This design comes from an exercise in tuning for small area and a short achievable clock period on the open sky130 flow, not from production work.
No activity file was given, so power comes from the tool's default toggle rates.

// fpa_with_regisers
module fpa_with_regisers (clk, reset, en, inputA, inputB, result, OF);
make LEC_CHECK=0 ABC_AREA=1 CAP_MARGIN=20 CORE_MARGIN=2 CORE_UTILIZATION=45 SLEW_MARGIN=20 finish   # period 11.0 ns
run.sh (not shown) runs the stock make flow with config.mk's settings and CLKGATE_MAP_FILE= SYNTH_SCRIPT=/design/flow/synth_recipe.tcl, a recipe that flattens the netlist after the stock synthesis.
The first run completed with no timing, DRC or antenna violations.
Rerun with:
==> flow/flow/run.sh (new file) <==
#!/bin/bash
# Layout flow: the standard ORFS flow, with two settings changed:
#  - no full/half-adder cell extraction in synthesis (ABC maps the arithmetic);
#  - repair_timing aims for a setup slack margin that matches the period this
#    design can reach rather than the design's much longer clock period.
# The SDC, the clock period and every other step are the standard flow's own.
set -uo pipefail
bash standard.sh ADDER_MAP_FILE= SETUP_SLACK_MARGIN=6.0 finish > standard.log 2>&1
==> flow/standard.sh (new file) <==
#!/bin/bash
# synth_recipe.tcl (not shown) runs the flow's synth.tcl, then flattens the netlist and writes it again
# the make line also repeats each setting of config.mk as NAME=value (left out here)
make -C /OpenROAD-flow-scripts/flow DESIGN_CONFIG=/design/flow/config.mk WORK_HOME=/design/flow/orfs CLKGATE_MAP_FILE= SYNTH_SCRIPT=/design/flow/synth_recipe.tcl "${@:-finish}"
removed: flow/run.sh
Total power goes down by about 1.1%.
Routed wire length barely changes.
Clock-buffer cell count goes down by 1.
Register-to-register slack improves by 1.6 ns.
Core utilization goes up by 12 points.
Area after synthesis goes down by 8.9%.
Via count goes up by 2.7%.
No functional check of the RTL was part of any run of this note.

---

raven:
Another version of the RTL of fpa_with_regisers (not shown whole).
Size in the first run: roughly 1700 cells after synthesis, roughly 94 flip-flops, about 10000 sq um of cells after synthesis.
clock: 11.0 ns
lec_check: 0
abc_area: 1
cap_margin: 20
core_margin: 2
core_utilization: 30
slew_margin: 20
synth_hierarchical: 0
standard.sh (not shown) runs the stock make flow with config.mk's settings and CLKGATE_MAP_FILE= SYNTH_SCRIPT=/design/flow/synth_recipe.tcl, a recipe that flattens the netlist after the stock synthesis.
==> flow/flow/run.sh <==
#!/bin/bash
# Layout flow: the standard ORFS flow (standard.sh), with these settings changed:
#  - no full/half-adder cell extraction in synthesis (ABC maps the arithmetic);
#  - repair_timing aims for a setup slack margin of 5.7 ns, which matches the
#    period this design can reach rather than the design's much longer clock
#    period (the SDC and clock period are the standard flow's own);
#  - the delay cells (clkdlybuf4s*, dlygate*, dlymetal*) are added to
#    the platform's don't-use list, so that port buffers and repair use real buffers.
# The make output goes to standard.log; ORFS keeps each step's log under orfs/logs.
set -uo pipefail
DONT_USE="sky130_fd_sc_hd__probe_p_8 sky130_fd_sc_hd__probec_p_8 sky130_fd_sc_hd__lpflow_bleeder_1 sky130_fd_sc_hd__lpflow_clkbufkapwr_1 sky130_fd_sc_hd__lpflow_clkbufkapwr_16 sky130_fd_sc_hd__lpflow_clkbufkapwr_2 sky130_fd_sc_hd__lpflow_clkbufkapwr_4 sky130_fd_sc_hd__lpflow_clkbufkapwr_8 sky130_fd_sc_hd__lpflow_clkinvkapwr_1 sky130_fd_sc_hd__lpflow_clkinvkapwr_16 sky130_fd_sc_hd__lpflow_clkinvkapwr_2 sky130_fd_sc_hd__lpflow_clkinvkapwr_4 sky130_fd_sc_hd__lpflow_clkinvkapwr_8 sky130_fd_sc_hd__lpflow_decapkapwr_12 sky130_fd_sc_hd__lpflow_decapkapwr_3 sky130_fd_sc_hd__lpflow_decapkapwr_4 sky130_fd_sc_hd__lpflow_decapkapwr_6 sky130_fd_sc_hd__lpflow_decapkapwr_8 sky130_fd_sc_hd__lpflow_inputiso0n_1 sky130_fd_sc_hd__lpflow_inputiso0p_1 sky130_fd_sc_hd__lpflow_inputiso1n_1 sky130_fd_sc_hd__lpflow_inputiso1p_1 sky130_fd_sc_hd__lpflow_inputisolatch_1 sky130_fd_sc_hd__lpflow_isobufsrc_1 sky130_fd_sc_hd__lpflow_isobufsrc_16 sky130_fd_sc_hd__lpflow_isobufsrc_2 sky130_fd_sc_hd__lpflow_isobufsrc_4 sky130_fd_sc_hd__lpflow_isobufsrc_8 sky130_fd_sc_hd__lpflow_isobufsrckapwr_16 sky130_fd_sc_hd__lpflow_lsbuf_lh_hl_isowell_tap_1 sky130_fd_sc_hd__lpflow_lsbuf_lh_hl_isowell_tap_2 sky130_fd_sc_hd__lpflow_lsbuf_lh_hl_isowell_tap_4 sky130_fd_sc_hd__lpflow_lsbuf_lh_isowell_4 sky130_fd_sc_hd__lpflow_lsbuf_lh_isowell_tap_1 sky130_fd_sc_hd__lpflow_lsbuf_lh_isowell_tap_2 sky130_fd_sc_hd__lpflow_lsbuf_lh_isowell_tap_4 sky130_fd_sc_hd__clkdlybuf4s15_1 sky130_fd_sc_hd__clkdlybuf4s15_2 sky130_fd_sc_hd__clkdlybuf4s18_1 sky130_fd_sc_hd__clkdlybuf4s18_2 sky130_fd_sc_hd__clkdlybuf4s25_1 sky130_fd_sc_hd__clkdlybuf4s25_2 sky130_fd_sc_hd__clkdlybuf4s50_1 sky130_fd_sc_hd__clkdlybuf4s50_2 sky130_fd_sc_hd__dlygate4sd1_1 sky130_fd_sc_hd__dlygate4sd2_1 sky130_fd_sc_hd__dlygate4sd3_1 sky130_fd_sc_hd__dlymetal6s2s_1 sky130_fd_sc_hd__dlymetal6s4s_1 sky130_fd_sc_hd__dlymetal6s6s_1"
bash standard.sh ADDER_MAP_FILE= SETUP_SLACK_MARGIN=5.7 "DONT_USE_CELLS=$DONT_USE" finish > standard.log 2>&1
Input-level comparison between cedar and raven:
==> flow/flow/run.sh <==
#!/bin/bash
# Layout flow: the standard ORFS flow (standard.sh), with these settings changed:
#  - no full/half-adder cell extraction in synthesis (ABC maps the arithmetic);
#  - repair_timing aims for a setup slack margin of 5.5 ns, which matches the
#    period this design can reach rather than the design's much longer clock
#    period (the SDC and clock period are the standard flow's own);
#  - the delay cells (clkdlybuf4s*, dlygate*, dlymetal*) are added to
#    the platform's don't-use list, so that port buffers and repair use real buffers.
# The make output goes to standard.log; ORFS keeps each step's log under orfs/logs.
set -uo pipefail
DONT_USE="sky130_fd_sc_hd__probe_p_8 sky130_fd_sc_hd__probec_p_8 sky130_fd_sc_hd__lpflow_bleeder_1 sky130_fd_sc_hd__lpflow_clkbufkapwr_1 sky130_fd_sc_hd__lpflow_clkbufkapwr_16 sky130_fd_sc_hd__lpflow_clkbufkapwr_2 sky130_fd_sc_hd__lpflow_clkbufkapwr_4 sky130_fd_sc_hd__lpflow_clkbufkapwr_8 sky130_fd_sc_hd__lpflow_clkinvkapwr_1 sky130_fd_sc_hd__lpflow_clkinvkapwr_16 sky130_fd_sc_hd__lpflow_clkinvkapwr_2 sky130_fd_sc_hd__lpflow_clkinvkapwr_4 sky130_fd_sc_hd__lpflow_clkinvkapwr_8 sky130_fd_sc_hd__lpflow_decapkapwr_12 sky130_fd_sc_hd__lpflow_decapkapwr_3 sky130_fd_sc_hd__lpflow_decapkapwr_4 sky130_fd_sc_hd__lpflow_decapkapwr_6 sky130_fd_sc_hd__lpflow_decapkapwr_8 sky130_fd_sc_hd__lpflow_inputiso0n_1 sky130_fd_sc_hd__lpflow_inputiso0p_1 sky130_fd_sc_hd__lpflow_inputiso1n_1 sky130_fd_sc_hd__lpflow_inputiso1p_1 sky130_fd_sc_hd__lpflow_inputisolatch_1 sky130_fd_sc_hd__lpflow_isobufsrc_1 sky130_fd_sc_hd__lpflow_isobufsrc_16 sky130_fd_sc_hd__lpflow_isobufsrc_2 sky130_fd_sc_hd__lpflow_isobufsrc_4 sky130_fd_sc_hd__lpflow_isobufsrc_8 sky130_fd_sc_hd__lpflow_isobufsrckapwr_16 sky130_fd_sc_hd__lpflow_lsbuf_lh_hl_isowell_tap_1 sky130_fd_sc_hd__lpflow_lsbuf_lh_hl_isowell_tap_2 sky130_fd_sc_hd__lpflow_lsbuf_lh_hl_isowell_tap_4 sky130_fd_sc_hd__lpflow_lsbuf_lh_isowell_4 sky130_fd_sc_hd__lpflow_lsbuf_lh_isowell_tap_1 sky130_fd_sc_hd__lpflow_lsbuf_lh_isowell_tap_2 sky130_fd_sc_hd__lpflow_lsbuf_lh_isowell_tap_4 sky130_fd_sc_hd__clkdlybuf4s15_1 sky130_fd_sc_hd__clkdlybuf4s15_2 sky130_fd_sc_hd__clkdlybuf4s18_1 sky130_fd_sc_hd__clkdlybuf4s18_2 sky130_fd_sc_hd__clkdlybuf4s25_1 sky130_fd_sc_hd__clkdlybuf4s25_2 sky130_fd_sc_hd__clkdlybuf4s50_1 sky130_fd_sc_hd__clkdlybuf4s50_2 sky130_fd_sc_hd__dlygate4sd1_1 sky130_fd_sc_hd__dlygate4sd2_1 sky130_fd_sc_hd__dlygate4sd3_1 sky130_fd_sc_hd__dlymetal6s2s_1 sky130_fd_sc_hd__dlymetal6s4s_1 sky130_fd_sc_hd__dlymetal6s6s_1"
bash standard.sh ADDER_MAP_FILE= SETUP_SLACK_MARGIN=5.5 "DONT_USE_CELLS=$DONT_USE" finish > standard.log 2>&1
## What came out
- Diff raven -> cedar | longest individual stage delay on the worst path | decrease of 0.04 ns
- raven → cedar: final wirelength -400 um, maximum resistive drop on vdd +about 2.6%, global-route wire length before repair -0.36%, maximum net fanout on the critical path +4.
- | worst setup slack | cedar vs raven | worse |
- Taking raven as the reference, in cedar global-route usage over all layers has remained practically unchanged; combinational power closely matched the old numbers; count of buffers not belonging to the clock network in the layout went down by 11%.
diff inputs: cedar => yarrow
==> flow/flow/run.sh <==
#!/bin/bash
# Layout flow: the standard ORFS flow (standard.sh), with these settings changed:
#  - no full/half-adder cell extraction in synthesis (ABC maps the arithmetic);
#  - repair_timing aims for a setup slack margin of 5.0 ns, which matches the
#    period this design can reach rather than the design's much longer clock
#    period (the SDC and clock period are the standard flow's own);
#  - the delay cells (clkdlybuf4s*, dlygate*, dlymetal*) are added to
#    the platform's don't-use list, so that port buffers and repair use real buffers.
# The make output goes to standard.log; ORFS keeps each step's log under orfs/logs.
set -uo pipefail
DONT_USE="sky130_fd_sc_hd__probe_p_8 sky130_fd_sc_hd__probec_p_8 sky130_fd_sc_hd__lpflow_bleeder_1 sky130_fd_sc_hd__lpflow_clkbufkapwr_1 sky130_fd_sc_hd__lpflow_clkbufkapwr_16 sky130_fd_sc_hd__lpflow_clkbufkapwr_2 sky130_fd_sc_hd__lpflow_clkbufkapwr_4 sky130_fd_sc_hd__lpflow_clkbufkapwr_8 sky130_fd_sc_hd__lpflow_clkinvkapwr_1 sky130_fd_sc_hd__lpflow_clkinvkapwr_16 sky130_fd_sc_hd__lpflow_clkinvkapwr_2 sky130_fd_sc_hd__lpflow_clkinvkapwr_4 sky130_fd_sc_hd__lpflow_clkinvkapwr_8 sky130_fd_sc_hd__lpflow_decapkapwr_12 sky130_fd_sc_hd__lpflow_decapkapwr_3 sky130_fd_sc_hd__lpflow_decapkapwr_4 sky130_fd_sc_hd__lpflow_decapkapwr_6 sky130_fd_sc_hd__lpflow_decapkapwr_8 sky130_fd_sc_hd__lpflow_inputiso0n_1 sky130_fd_sc_hd__lpflow_inputiso0p_1 sky130_fd_sc_hd__lpflow_inputiso1n_1 sky130_fd_sc_hd__lpflow_inputiso1p_1 sky130_fd_sc_hd__lpflow_inputisolatch_1 sky130_fd_sc_hd__lpflow_isobufsrc_1 sky130_fd_sc_hd__lpflow_isobufsrc_16 sky130_fd_sc_hd__lpflow_isobufsrc_2 sky130_fd_sc_hd__lpflow_isobufsrc_4 sky130_fd_sc_hd__lpflow_isobufsrc_8 sky130_fd_sc_hd__lpflow_isobufsrckapwr_16 sky130_fd_sc_hd__lpflow_lsbuf_lh_hl_isowell_tap_1 sky130_fd_sc_hd__lpflow_lsbuf_lh_hl_isowell_tap_2 sky130_fd_sc_hd__lpflow_lsbuf_lh_hl_isowell_tap_4 sky130_fd_sc_hd__lpflow_lsbuf_lh_isowell_4 sky130_fd_sc_hd__lpflow_lsbuf_lh_isowell_tap_1 sky130_fd_sc_hd__lpflow_lsbuf_lh_isowell_tap_2 sky130_fd_sc_hd__lpflow_lsbuf_lh_isowell_tap_4 sky130_fd_sc_hd__clkdlybuf4s15_1 sky130_fd_sc_hd__clkdlybuf4s15_2 sky130_fd_sc_hd__clkdlybuf4s18_1 sky130_fd_sc_hd__clkdlybuf4s18_2 sky130_fd_sc_hd__clkdlybuf4s25_1 sky130_fd_sc_hd__clkdlybuf4s25_2 sky130_fd_sc_hd__clkdlybuf4s50_1 sky130_fd_sc_hd__clkdlybuf4s50_2 sky130_fd_sc_hd__dlygate4sd1_1 sky130_fd_sc_hd__dlygate4sd2_1 sky130_fd_sc_hd__dlygate4sd3_1 sky130_fd_sc_hd__dlymetal6s2s_1 sky130_fd_sc_hd__dlymetal6s4s_1 sky130_fd_sc_hd__dlymetal6s6s_1"
bash standard.sh ADDER_MAP_FILE= SETUP_SLACK_MARGIN=5.0 "DONT_USE_CELLS=$DONT_USE" finish > standard.log 2>&1
Results
- Changes observed in yarrow relative to cedar: overall power of the completed layout shrank by 1.5%, simple-gate share of the synthesized area roughly the same, worst slew margin relative to its limit went up 0.45 points, sequential share of layout area grew by 0.39 points, worst hold slack stayed essentially flat.
- Destination of the critical timing path = st[11]: yarrow; destination of the critical timing path = st[19]: cedar
- Setup slack delta for yarrow relative to cedar: 0.38 ns lower
- yarrow — final clock period utilization by the worst path 3.4 points higher, cedar as reference
- yarrow ends up with lower post-detailed-routing wire length than cedar does.
- On portion of total power attributed to the clock network, cedar and yarrow are basically level.
Here is what was changed in the inputs of xenon compared with yarrow.
==> flow/flow/run.sh <==
#!/bin/bash
# Layout flow: the standard ORFS flow (standard.sh), with these settings changed:
#  - no full/half-adder cell extraction in synthesis (ABC maps the arithmetic);
#  - repair_timing aims for a setup slack margin of 6.0 ns, which matches the
#    period this design can reach rather than the design's much longer clock
#    period (the SDC and clock period are the standard flow's own);
#  - the delay cells (clkdlybuf4s*, dlygate*, dlymetal*) are added to
#    the platform's don't-use list, so that port buffers and repair use real buffers.
# The make output goes to standard.log; ORFS keeps each step's log under orfs/logs.
set -uo pipefail
DONT_USE="sky130_fd_sc_hd__probe_p_8 sky130_fd_sc_hd__probec_p_8 sky130_fd_sc_hd__lpflow_bleeder_1 sky130_fd_sc_hd__lpflow_clkbufkapwr_1 sky130_fd_sc_hd__lpflow_clkbufkapwr_16 sky130_fd_sc_hd__lpflow_clkbufkapwr_2 sky130_fd_sc_hd__lpflow_clkbufkapwr_4 sky130_fd_sc_hd__lpflow_clkbufkapwr_8 sky130_fd_sc_hd__lpflow_clkinvkapwr_1 sky130_fd_sc_hd__lpflow_clkinvkapwr_16 sky130_fd_sc_hd__lpflow_clkinvkapwr_2 sky130_fd_sc_hd__lpflow_clkinvkapwr_4 sky130_fd_sc_hd__lpflow_clkinvkapwr_8 sky130_fd_sc_hd__lpflow_decapkapwr_12 sky130_fd_sc_hd__lpflow_decapkapwr_3 sky130_fd_sc_hd__lpflow_decapkapwr_4 sky130_fd_sc_hd__lpflow_decapkapwr_6 sky130_fd_sc_hd__lpflow_decapkapwr_8 sky130_fd_sc_hd__lpflow_inputiso0n_1 sky130_fd_sc_hd__lpflow_inputiso0p_1 sky130_fd_sc_hd__lpflow_inputiso1n_1 sky130_fd_sc_hd__lpflow_inputiso1p_1 sky130_fd_sc_hd__lpflow_inputisolatch_1 sky130_fd_sc_hd__lpflow_isobufsrc_1 sky130_fd_sc_hd__lpflow_isobufsrc_16 sky130_fd_sc_hd__lpflow_isobufsrc_2 sky130_fd_sc_hd__lpflow_isobufsrc_4 sky130_fd_sc_hd__lpflow_isobufsrc_8 sky130_fd_sc_hd__lpflow_isobufsrckapwr_16 sky130_fd_sc_hd__lpflow_lsbuf_lh_hl_isowell_tap_1 sky130_fd_sc_hd__lpflow_lsbuf_lh_hl_isowell_tap_2 sky130_fd_sc_hd__lpflow_lsbuf_lh_hl_isowell_tap_4 sky130_fd_sc_hd__lpflow_lsbuf_lh_isowell_4 sky130_fd_sc_hd__lpflow_lsbuf_lh_isowell_tap_1 sky130_fd_sc_hd__lpflow_lsbuf_lh_isowell_tap_2 sky130_fd_sc_hd__lpflow_lsbuf_lh_isowell_tap_4 sky130_fd_sc_hd__clkdlybuf4s15_1 sky130_fd_sc_hd__clkdlybuf4s15_2 sky130_fd_sc_hd__clkdlybuf4s18_1 sky130_fd_sc_hd__clkdlybuf4s18_2 sky130_fd_sc_hd__clkdlybuf4s25_1 sky130_fd_sc_hd__clkdlybuf4s25_2 sky130_fd_sc_hd__clkdlybuf4s50_1 sky130_fd_sc_hd__clkdlybuf4s50_2 sky130_fd_sc_hd__dlygate4sd1_1 sky130_fd_sc_hd__dlygate4sd2_1 sky130_fd_sc_hd__dlygate4sd3_1 sky130_fd_sc_hd__dlymetal6s2s_1 sky130_fd_sc_hd__dlymetal6s4s_1 sky130_fd_sc_hd__dlymetal6s6s_1"
bash standard.sh ADDER_MAP_FILE= SETUP_SLACK_MARGIN=6.0 "DONT_USE_CELLS=$DONT_USE" finish > standard.log 2>&1
Findings:
Comparing xenon and yarrow, the higher first-iteration DRC count was measured on xenon. Looking at multi-input gate share of the layout cell area across xenon and yarrow, the one that comes out lower is xenon. For xenon, the timing endpoint of the critical path was st[4], unlike yarrow, where it was st[11]. xenon gives less worst max-slew margin expressed relative to the limit than yarrow did. Total area of multi-input combinational cells, xenon vs yarrow: up by more than 10%. The maximum clock frequency of xenon is higher than that of yarrow. As far as worst clock skew is concerned, xenon and yarrow perform about the same. The fraction of power consumed by combinational cells of xenon exceeds that of yarrow by 3.6 points. Note that the global-route wire length before repair recorded for xenon amounts to 1.05 times the value seen in yarrow. xenon vs. yarrow: clock power shows no meaningful change; non-clock buffer count shows an increase of about 80%. xenon ended up with nor4_2 as its critical path's slowest cell; yarrow ended up with xor2_2.
No functional check of the RTL was part of any run of this note.

-- re-timing with driven ports --
No port has a modelled driver above. Below, the same layouts with a new extraction and two added sets of constraints. Step 1, drivers: a clkbuf_16 drives clk and a buf_2 each remaining input, both assumed. Step 2 moves the port delays by t, midway between the first and last clock arrival at a register: inputs arrive t later, outputs are due t later. That takes back most of the time a late clock gives input paths. Three values: ideal ports, drivers, drivers and shift; two values: the first two.
| run | shift t [ns] | setup WS [ns] | worst setup path at the end | latest minus earliest clock arrival (ns) | slew at the worst register clock pin (ns) |
|---|---|---|---|---|---|
| the first run of note 1 | 0.406 | 4.103 / 4.127 / 3.721 | input to register | 0.012 / 0.012 | 0.08 / 0.08 |
| the second run of note 1 | 0.392 | 5.732 / 5.756 / 5.364 | input to register | 0.016 / 0.015 | 0.08 / 0.08 |
| raven | 0.400 | 5.797 / 5.819 / 5.419 | input to register | 0.014 / 0.014 | 0.08 / 0.08 |
| cedar | 0.405 | 5.696 / 5.717 / 5.312 | input to register | 0.015 / 0.015 | 0.08 / 0.08 |
| yarrow | 0.402 | 5.317 / 5.338 / 4.936 | input to register | 0.015 / 0.015 | 0.08 / 0.08 |
| xenon | 0.403 | 5.966 / 5.986 / 5.583 | input to register | 0.014 / 0.014 | 0.08 / 0.08 |
After both steps every run listed still meets setup and hold. The setup slack of cedar, which loses most, moves by +0.021 ns with the drivers and by -0.384 ns with both steps.
